This design comes from an exercise in tuning for small area on the open sky130 flow, not from production work. Function was checked by simulation only, so behaviour that the tests miss may differ from the original. No driver is modelled on the clock port, so clock power and skew are understated where the tree is cut down; a real chip needs a root buffer or a tree. Power figures rest on the tool's default switching activity, not on a simulated workload.

Setup of lane 1:
// pcs_8b_10b
module pcs_8b_10b(clk, reset, tx_rd_in, tx_char_val, tx_data_in, tx_data_out, rx_rd_in, rx_char_val, rx_data_in, rx_data_out);
export LEC_CHECK = 0
export CAP_MARGIN = 20
export CORE_MARGIN = 2
export CORE_UTILIZATION = 60
export GPL_TIMING_DRIVEN = 0
export PLACE_DENSITY = 0.7
export SLEW_MARGIN = 20
create_clock -name core_clock -period 4.0 [get_ports {clk}]
standard.sh (not shown) runs the stock make flow with config.mk's settings and CLKGATE_MAP_FILE= SYNTH_SCRIPT=/design/flow/synth_recipe.tcl, a recipe that flattens the netlist after the stock synthesis.
==> flow/flow/run.sh <==
#!/bin/bash
# Own layout flow: the standard layout (standard.sh) with three changes.
#  1. Synthesis is the standard script (synth_recipe.tcl) with the combinational
#     mapping step changed: no half/full-adder extraction and an area-oriented
#     ABC mapping (flow/area.abc). Registers are made by the same Yosys passes as
#     in the standard synthesis, so they keep their names and cell types.
#  2. Ports are buffered with sky130_fd_sc_hd__buf_1 instead of the default.
#  3. The clock tree is built by flow/cts_pre.tcl (a few clock buffers, each
#     driving one group of nearby clock pins) in place of clock_tree_synthesis.
# Each tool's output goes to a log file of its own in the work folder.
set -euo pipefail
WORK="$(cd "$(dirname "$0")/.." && pwd)"
cd "$WORK"

# synthesis script: the standard one with our mapping step
sed -e "s#@AREA_ABC@#$WORK/flow/area.abc#" flow/synth_pre.tcl > "$WORK/own_synth.tcl"
tail -n +2 synth_recipe.tcl >> "$WORK/own_synth.tcl"

# the standard make line, with our synthesis script
sed -e "s#SYNTH_SCRIPT=[^ ]*#SYNTH_SCRIPT=$WORK/own_synth.tcl#" standard.sh > own_standard.sh

bash own_standard.sh synth > "$WORK/log_synth.txt" 2>&1

export PRE_CTS_TCL="$WORK/flow/cts_pre.tcl"
export BUFFER_PORTS_ARGS="-buffer_cell sky130_fd_sc_hd__buf_1"
bash own_standard.sh > "$WORK/log_layout.txt" 2>&1
test -s out/final.def
==> flow/flow/area.abc <==
strash
&get -n
&synch2
&nf -R 30 -p -C 32 -F 8
&put
topo
Other scripts of this flow, unchanged in this note and not shown: flow/flow/cts_pre.tcl, flow/flow/synth_pre.tcl
#### Input delta (lane 2 over lane 1)
==> flow/flow/area.abc <==
strash
&get -n
&dch -f
&nf -R 30 -p -C 32 -F 8
&put
topo
-- flow/config.mk --
<<< lane 1, line 8
export CAP_MARGIN = 20
export CORE_MARGIN = 2
export CORE_UTILIZATION = 60
export GPL_TIMING_DRIVEN = 0
export PLACE_DENSITY = 0.7
export SLEW_MARGIN = 20
>>> lane 2, line 8
export CAP_MARGIN = 20
export CORE_MARGIN = 2
export CORE_UTILIZATION = 75
export GPL_TIMING_DRIVEN = 0
export PLACE_DENSITY = 0.85
export SLEW_MARGIN = 20
Results
The lower total track usage of lane 1 and lane 2 is in lane 1. Total length of routed met2 wires, lane 1 and lane 2: higher on lane 2. Lane 2 and lane 1 ended up with roughly the same quantity of gates resized following cts. Lane 2: mean instance size in the synthesized netlist is about 1.2% lower than what lane 1 reported.
Relative to lane 2, the following input files were edited for lane 3:
==> flow/flow/area.abc <==
strash
&get -n
&dch -f
&nf -p -C 32 -F 8 -D 2400
&put
topo
-- flow/config.mk --
<<< lane 2, line 8
export CAP_MARGIN = 20
export CORE_MARGIN = 2
export CORE_UTILIZATION = 75
export GPL_TIMING_DRIVEN = 0
export PLACE_DENSITY = 0.85
export SLEW_MARGIN = 20
>>> lane 3, line 8
export CAP_MARGIN = 20
export CORE_MARGIN = 2
export CORE_UTILIZATION = 60
export GPL_TIMING_DRIVEN = 0
export PLACE_DENSITY = 0.7
export SLEW_MARGIN = 20
==> comparison <==
Flip-flop and latch count: lane 3 vs lane 2 identical
Lane 3 contains fewer vias than lane 2.
Lane 3 vs lane 2, sequential cell area share went down by 1.4 points.
Comparing lane 3 and lane 2, the higher simple logic cell fraction of the synthesized area was measured on lane 3.
Re number of failing hold endpoints at the final stage: no difference whatsoever between lane 3 and lane 2.
Between lane 2 and lane 3, number of rows in the core area increased.
The lower area added between synthesis and finish came out of lane 2.
Compared with lane 2, lane 3 shows a lower mux cell area share after synthesis.
Setup changes, lane 3 to lane 4
==> flow/flow/area.abc <==
strash
&get -n
&dch -f
&nf -R 30 -p -C 32 -F 8 -a
&put
topo
==> comparison <==
Relative to lane 3, synthesized area divided by synthesized cell count has increased by 0.065 sq um in lane 4. Delta (lane 4 minus lane 3): fill cell total of the finished layout saw an increase; placed wire-length estimate saw a decrease; maximum frequency saw a decrease; compound-cell area share of the yosys netlist saw a decrease. Lane 4 vs lane 3: post-route fraction of the period consumed by the critical path up in lane 4. Lane 4 reports its critical path endpoint as sel_r[1] while lane 3 reports sel_r[0]. The setup slack reported for lane 4 is smaller than that of lane 3 by 56 ps.
For lane 5, these inputs were changed with respect to lane 4:
==> flow/flow/area.abc <==
strash
&get -n
&dch -f
&nf -R 30 -p -C 32 -F 8
&put
topo
- Post-synthesis area per instance: lane 4 vs lane 5 — no meaningful difference
- Lane 4 -> lane 5: post-route total power delta 0, exact match
- As far as relative slew slack goes, lane 5 and lane 4 are indistinguishable; the numbers are identical.
- As far as number of cell rows goes, lane 4 and lane 5 are indistinguishable; the numbers are identical.
- Lane 5 -> lane 4: cell count along the critical path flat
- For clock-pin slew reported for the worst setup and hold paths after clock tree synthesis, lane 4 and lane 5 come out practically identical.
- From lane 4 to lane 5, switching power as a share of total power did not move at all.
- The layout overhead on the synthesized area on lane 5 is in line with that on lane 4.
- From lane 5 to lane 4, floorplan die area did not move at all.
- Diff lane 4..lane 5 | final-layout setup total negative slack | unchanged
In every run of this note, the design's own scripts or RTL, not TritonCTS, make the clock network.

## what the ideal ports hide
In the flow no input, the clock included, has a driving cell. The finished layouts below were timed again as built, in two steps. Step 1: set_driving_cell puts a clkbuf_16 on clk and a buf_2 on each other input, an assumption about the parent block. Step 2 also shifts input and output timing later by t, the mid clock arrival at the registers, as if the neighbouring blocks saw the same clock. a / b / c = ideal / step 1 / step 2; a / b = the first two.
run	t, ns	setup WS [ns]	worst setup path at the end	clock arrival spread, ns	worst data-port slew with drivers (ns)
lane 1	0.191	0.286 / 0.306 / 0.115	input to register	0.021 / 0.020	0.03
lane 2	0.190	0.217 / 0.241 / 0.051	input to register	0.033 / 0.032	0.03
lane 3	0.186	0.303 / 0.323 / 0.137	input to register	0.060 / 0.060	0.03
lane 4	0.191	0.247 / 0.274 / 0.083	input to register	0.022 / 0.021	0.03
lane 5	0.191	0.247 / 0.274 / 0.083	input to register	0.022 / 0.021	0.03
After both steps setup and hold are still met in every run listed. For lane 1, which loses most, drivers alone change the setup slack by +0.020 ns; drivers and shift together by -0.171 ns.
